From an optimization exercise on the open Yosys and OpenROAD flow, aimed at small area and a short achievable clock period; shortcuts taken in it are not production practice.
RTL that was checked went through simulation tests only; none was proved equivalent to the original.

== ember ==
==> flow/design.v (excerpt) <==
module fpu_addmul(
  input  wire        clk,
  input  wire        op,      
  input  wire [31:0] s,
  input  wire [31:0] t,
  output wire [31:0] d
);
Size in the first run: about 3700 cells after synthesis, ~170 flip-flops.
export LEC_CHECK = 0
export CAP_MARGIN = 20
export CORE_MARGIN = 2
export CORE_UTILIZATION = 40
export CTS_BUF_LIST = sky130_fd_sc_hd__clkbuf_4 sky130_fd_sc_hd__clkbuf_8
export SLEW_MARGIN = 20
export SYNTH_HIERARCHICAL = 1
export TNS_END_PERCENT = 5
create_clock -name core_clock -period 13.0 [get_ports {clk}]
standard.sh (not shown) runs the stock make flow with config.mk's settings and CLKGATE_MAP_FILE= SYNTH_SCRIPT=/design/flow/synth_recipe.tcl, a recipe that flattens the netlist after the stock synthesis.
==> flow/flow/run.sh <==
#!/bin/bash
set -euo pipefail
export SETUP_SLACK_MARGIN=7.25
export BUFFER_PORTS_ARGS="-buffer_cell sky130_fd_sc_hd__buf_2"
bash standard.sh > standard.log 2>&1
ember has completed all stages; timing, DRC and antenna checks passed.
Relative to ember, the following input files were edited for amber:
--- a/flow/design.v
+++ b/flow/design.v
@@ -1,12 +1,13 @@
 module fadd_core(
   input  wire [31:0] g,
   input  wire        is_add,
   input  wire        cin,      
   input  wire        lsign,
   input  wire [26:0] l27x,
+  input  wire [22:0] lman,     
   input  wire        sticky0,
   input  wire        big,
   input  wire        eqm,      
   input  wire        lzero,
   input  wire        lnan,
   input  wire        linf,
@@ -87,13 +88,13 @@
 wire d_zero = ~is_add & eqm;
 reg [31:0] sv;
 reg        special;
 always @* begin
   special = 1'b1;
   sv = g;
-  if (lnan) sv = {lsign, 8'd255, l27x[24:2]};
+  if (lnan) sv = {lsign, 8'd255, lman};
   else if (g_nan) sv = g;
   else if (g_inf & linf) sv = is_add ? {g[31], 8'd255, 23'd0} : 32'h7fc00000;
   else if (g_inf) sv = {g[31], 8'd255, 23'd0};
   else if (lzero | big) sv = g;
   else if (d_zero) sv = 32'd0;
   else special = 1'b0;
@@ -1765,28 +1766,29 @@
 benc u_es(.m(ms), .none(none_s), .ntwo(ntwo_s), .neg(neg_s));
 benc u_et(.m(mt), .none(none_t), .ntwo(ntwo_t), .neg(neg_t));
 wire s_zero = s[30:0] == 31'd0, t_zero = t[30:0] == 31'd0;
 wire s_nan = (es == 8'd255) & (ms != 23'd0), t_nan = (et == 8'd255) & (mt != 23'd0);
 wire s_inf = (es == 8'd255) & (ms == 23'd0), t_inf = (et == 8'd255) & (mt == 23'd0);
 wire lnan_a = s_nan & t_nan;
-reg         op1, sgt1, big1, lsign1, sticky1, eqm1, add1, cin1;
+reg         op1, sgt1, big1, lsign1, sticky1, eqm1, add1, cin1, inv1;
 reg         lzero1, lnan1, linf1, mst1_1, mst0_1, ovf1_1, ovf0_1, udf1;
 reg  [31:0] g1;
-reg  [26:0] l27x1;
+reg  [26:0] l27_1;
 reg  [7:0]  nexp0_1;
 reg  [11:0] none1, ntwo1;
 reg  [10:0] neg1;
 always @(posedge clk) begin
   op1     <= op;
   sgt1    <= sgt;
   eqm1    <= eqm;
   add1    <= is_add;
   cin1    <= ~is_add;           
   g1      <= g_a;
   lsign1  <= l_a[31];
-  l27x1   <= (is_add | lnan_a) ? l27_a : ~l27_a;    
+  l27_1   <= l27_a;
+  inv1    <= ~is_add & ~lnan_a;    
   sticky1 <= sticky_a;
   big1    <= ege ? dst > 8'd24 : dts > 8'd24;
   lzero1  <= s_zero | t_zero;
   lnan1   <= lnan_a;
   linf1   <= (s_inf & (t_inf | t_nan)) | (t_inf & (s_inf | s_nan));
   mst1_1  <= mst1_a;
@@ -1805,17 +1807,17 @@
 wire [25:0] a_v, a_vsp;
 wire        a_sp;
 wire        m_sign, m_rsh, m_sta, m_stb, m_ovf;
 wire [7:0]  m_e0;
 wire [25:0] m_v, m_vsp;
 wire        m_sp;
-fadd_core u_add(.g(g1), .is_add(add1), .cin(cin1), .lsign(lsign1), .l27x(l27x1), .sticky0(sticky1),
+fadd_core u_add(.g(g1), .is_add(add1), .cin(cin1), .lsign(lsign1), .l27x(l27_1 ^ {27{inv1}}), .lman(l27_1[24:2]), .sticky0(sticky1),
   .big(big1), .eqm(eqm1), .lzero(lzero1), .lnan(lnan1), .linf(linf1),
   .sign(a_sign), .e0(a_e0), .esub(a_esub), .v(a_v), .vsp(a_vsp), .sp(a_sp), .rsh(a_rsh), .sta(a_sta), .stb(a_stb),
   .inc(a_inc), .rinc(a_rinc), .infa(a_infa));
-fmul_core u_mul(.g(g1), .lsign(lsign1), .lman(l27x1[24:2]), .sgt(sgt1),
+fmul_core u_mul(.g(g1), .lsign(lsign1), .lman(l27_1[24:2]), .sgt(sgt1),
   .lzero(lzero1), .lnan(lnan1), .linf(linf1),
   .st1(mst1_1), .st0(mst0_1), .ovf1(ovf1_1), .ovf0(ovf0_1), .udf(udf1), .nexp0(nexp0_1),
   .none(none1), .ntwo(ntwo1), .neg(neg1),
   .sign(m_sign), .e0(m_e0), .v(m_v), .vsp(m_vsp), .sp_o(m_sp), .rsh(m_rsh), .sta(m_sta), .stb(m_stb), .ovfm(m_ovf));
 wire        sel_m = op1 & ~m_sp, sel_a = ~op1 & ~a_sp;
 reg         sign2, rsh2, sta2, stb2, sub2, inc2, rinc2, infa2, ovfm2, e253_2, e254_2;
Findings:
For ember, the capturing element of the worst setup path was v2[11], unlike amber, where it was v2[21]. amber leaves more setup margin than ember. Compared with ember, pin count of the biggest net entering global routing in amber decreased by a few percent. Cell area: amber vs ember up about 2%. Of amber and ember, the higher fraction of layout cells with a size suffix above 1 belongs to amber. Compare amber and ember | area of the mapped netlist higher: ember. Compared with ember, amber shows a post-placement cell count that is 33 higher.
Function not checked in amber: the RTL went through the layout flow alone.

========
## north
Another version of the RTL of fpu_addmul (not shown whole).
Size in the first run: about 98 I/O pins, about 31000 µm² of cells after synthesis.
==> flow/config.mk <==
export PLATFORM = sky130hd
export DESIGN_NAME = fpu_addmul
export DESIGN_NICKNAME = fpu_addmul
export VERILOG_FILES = /design/flow/design.v
export SDC_FILE = /design/flow/constraint.sdc
export NUM_CORES = 4
export LEC_CHECK = 0
export CAP_MARGIN = 20
export CORE_MARGIN = 2
export CORE_UTILIZATION = 40
export SLEW_MARGIN = 20
export SYNTH_HIERARCHICAL = 1
export TNS_END_PERCENT = 5
==> flow/constraint.sdc <==
create_clock -name core_clock -period 13.0 [get_ports {clk}]
set_input_delay 2.6000 -clock core_clock [delete_from_list [all_inputs] [get_ports {clk}]]
set_output_delay 2.6000 -clock core_clock [all_outputs]
set_load 0.01 [all_outputs]
==> flow/flow/run.sh <==
#!/bin/bash
set -euo pipefail
export SETUP_SLACK_MARGIN=7
export BUFFER_PORTS_ARGS="-buffer_cell sky130_fd_sc_hd__buf_2"
bash standard.sh > standard.log 2>&1
--- input diff north..south ---
diff --git a/flow/design.v b/flow/design.v
--- a/flow/design.v
+++ b/flow/design.v
@@ -1728,30 +1728,38 @@
 wire [48:0] dts_c = skl_carry({40'd0, et}, {40'd0, ~es}, 1'b1);
 wire [7:0]  dst = es ^ ~et ^ dst_c[7:0];
 wire [7:0]  dts = et ^ ~es ^ dts_c[7:0];
 wire        ege = dst_c[8];               
 wire [26:0] l27_st = {2'b01, mt, 2'b00} >> dst[4:0];    
 wire [26:0] l27_ts = {2'b01, ms, 2'b00} >> dts[4:0];    
 wire [26:0] l27_a  = sgt ? l27_st : l27_ts;
-wire [31:0] msr, mtr;
-genvar k;
-generate for (k = 0; k < 23; k = k + 1) begin : rev
-  assign msr[31-k] = ms[k];
-  assign mtr[31-k] = mt[k];
-end endgenerate
-assign msr[8:0] = 9'h100;
-assign mtr[8:0] = 9'h100;
-wire [4:0] tzs = lzc32(msr);
-wire [4:0] tzt = lzc32(mtr);
-wire       sticky_a = ege ? ({3'b0, tzt} + 8'd3) <= dst : ({3'b0, tzs} + 8'd3) <= dts;
-wire [5:0] tzp = {1'b0, tzs} + {1'b0, tzt};
+reg [31:0] pos, pot;
+integer j;
+always @* begin
+  pos[0] = ms[0];
+  pot[0] = mt[0];
+  for (j = 1; j < 32; j = j + 1) begin
+    pos[j] = (j >= 23) | pos[j-1] | ms[j < 23 ? j : 0];
+    pot[j] = (j >= 23) | pot[j-1] | mt[j < 23 ? j : 0];
+  end
+end
+wire [31:0] qs = {pos[28:0], 3'b000}, qt = {pot[28:0], 3'b000};
+wire       sticky_a = ege ? qt[dst[4:0]] : qs[dts[4:0]];
+reg mst1_a, mst0_a;
+always @* begin
+  mst1_a = 1'b0;
+  mst0_a = 1'b0;
+  for (j = 0; j <= 21; j = j + 1) mst1_a = mst1_a | (pos[j] & pot[21-j]);
+  for (j = 0; j <= 20; j = j + 1) mst0_a = mst0_a | (pos[j] & pot[20-j]);
+end
 wire [8:0] esum = {1'b0, es} + {1'b0, et};
-wire [11:0] none_a, ntwo_a;
-wire [10:0] neg_a;
-benc u_enc(.m(l_a[22:0]), .none(none_a), .ntwo(ntwo_a), .neg(neg_a));
+wire [11:0] none_s, ntwo_s, none_t, ntwo_t;
+wire [10:0] neg_s, neg_t;
+benc u_es(.m(ms), .none(none_s), .ntwo(ntwo_s), .neg(neg_s));
+benc u_et(.m(mt), .none(none_t), .ntwo(ntwo_t), .neg(neg_t));
 wire s_zero = s[30:0] == 31'd0, t_zero = t[30:0] == 31'd0;
 wire s_nan = (es == 8'd255) & (ms != 23'd0), t_nan = (et == 8'd255) & (mt != 23'd0);
 wire s_inf = (es == 8'd255) & (ms == 23'd0), t_inf = (et == 8'd255) & (mt == 23'd0);
 wire lnan_a = s_nan & t_nan;
 reg         op1, sgt1, big1, lsign1, sticky1, eqm1, add1, cin1;
 reg         lzero1, lnan1, linf1, mst1_1, mst0_1, ovf1_1, ovf0_1, udf1;
 reg  [31:0] g1;
@@ -1769,23 +1777,23 @@
   lsign1  <= l_a[31];
   l27x1   <= (is_add | lnan_a) ? l27_a : ~l27_a;    
   sticky1 <= sticky_a;
   big1    <= ege ? dst > 8'd24 : dts > 8'd24;
   lzero1  <= s_zero | t_zero;
   lnan1   <= lnan_a;
   linf1   <= (s_inf & (t_inf | t_nan)) | (t_inf & (s_inf | s_nan));
-  mst1_1  <= tzp < 6'd22;    
-  mst0_1  <= tzp < 6'd21;    
+  mst1_1  <= mst1_a;
+  mst0_1  <= mst0_a;
   ovf1_1  <= esum >= 9'd381;
   ovf0_1  <= esum >= 9'd382;
   udf1    <= esum < 9'd127;
   nexp0_1 <= esum[7:0] - 8'd127;
-  none1   <= none_a;
-  ntwo1   <= ntwo_a;
-  neg1    <= neg_a;
+  none1   <= sgt ? none_t : none_s;
+  ntwo1   <= sgt ? ntwo_t : ntwo_s;
+  neg1    <= sgt ? neg_t  : neg_s;
 end
 wire        a_sign, a_rsh, a_sta, a_stb, a_inc, a_rinc, a_infa;
 wire [7:0]  a_e0;
 wire [4:0]  a_esub;
 wire [25:0] a_v;
 wire        m_sign, m_rsh, m_sta, m_stb, m_ovf;
 wire [7:0]  m_e0;
[summary]
Looking at worst-path cell with the longest stage delay, the ha_1 result is from south; the dfxtp_1 one comes from north. north vs south, class of the most critical setup path: register to primary output vs input port to register. Initial antenna violation count on south is up relative to north. Against north, south comes in 0.094 µm higher on post-detailed-route wirelength per cell. Row post-synthesis mux area share: south higher / north lower. Compared with north, in south wire length did not really move; proportion of synthesized chip area in sequential cells did not really move. Going from north to south, synthesized-area fraction occupied by and/or/nand/nor cells shows an increase of 0.32 points; compound-gate portion of the synthesized area now smaller; summed area of non-filler cells in the final layout went down 0.68%; peak fanout along the critical path saw an increase. On cell count, south and north are basically level.
Function was not checked in any run of this note: the RTL went through the layout flow alone.

-- what the ideal ports hide --
The results above use ideal ports. As a check the final layouts listed here were re-extracted and re-timed, cells and wires unchanged.
Step 1 assumes that a clkbuf_16 drives the clock port and a buf_2 every other input.
Step 2 times the ports against the registers' clock, not the clock port: input delays grow and output delays shrink by t, the midpoint of the rising clock arrivals with the driver on.
Slacks: ideal / step 1 / step 2; pairs: ideal / step 1.
run	t (ns)	setup WS [ns]	latest minus earliest clock arrival (ns)	pins driven straight from the clock port
ember	0.559	6.962 / 6.962 / 6.644	0.030 / 0.029	1
amber	0.597	7.030 / 7.030 / 6.734	0.025 / 0.025	1
north	0.530	6.935 / 6.873 / 6.631	0.014 / 0.015	1
south	0.525	7.026 / 7.006 / 6.539	0.014 / 0.014	1
After both steps setup and hold are still met in every run listed. The setup slack of south, which loses most, moves by -0.020 ns with the drivers and by -0.487 ns with both steps.
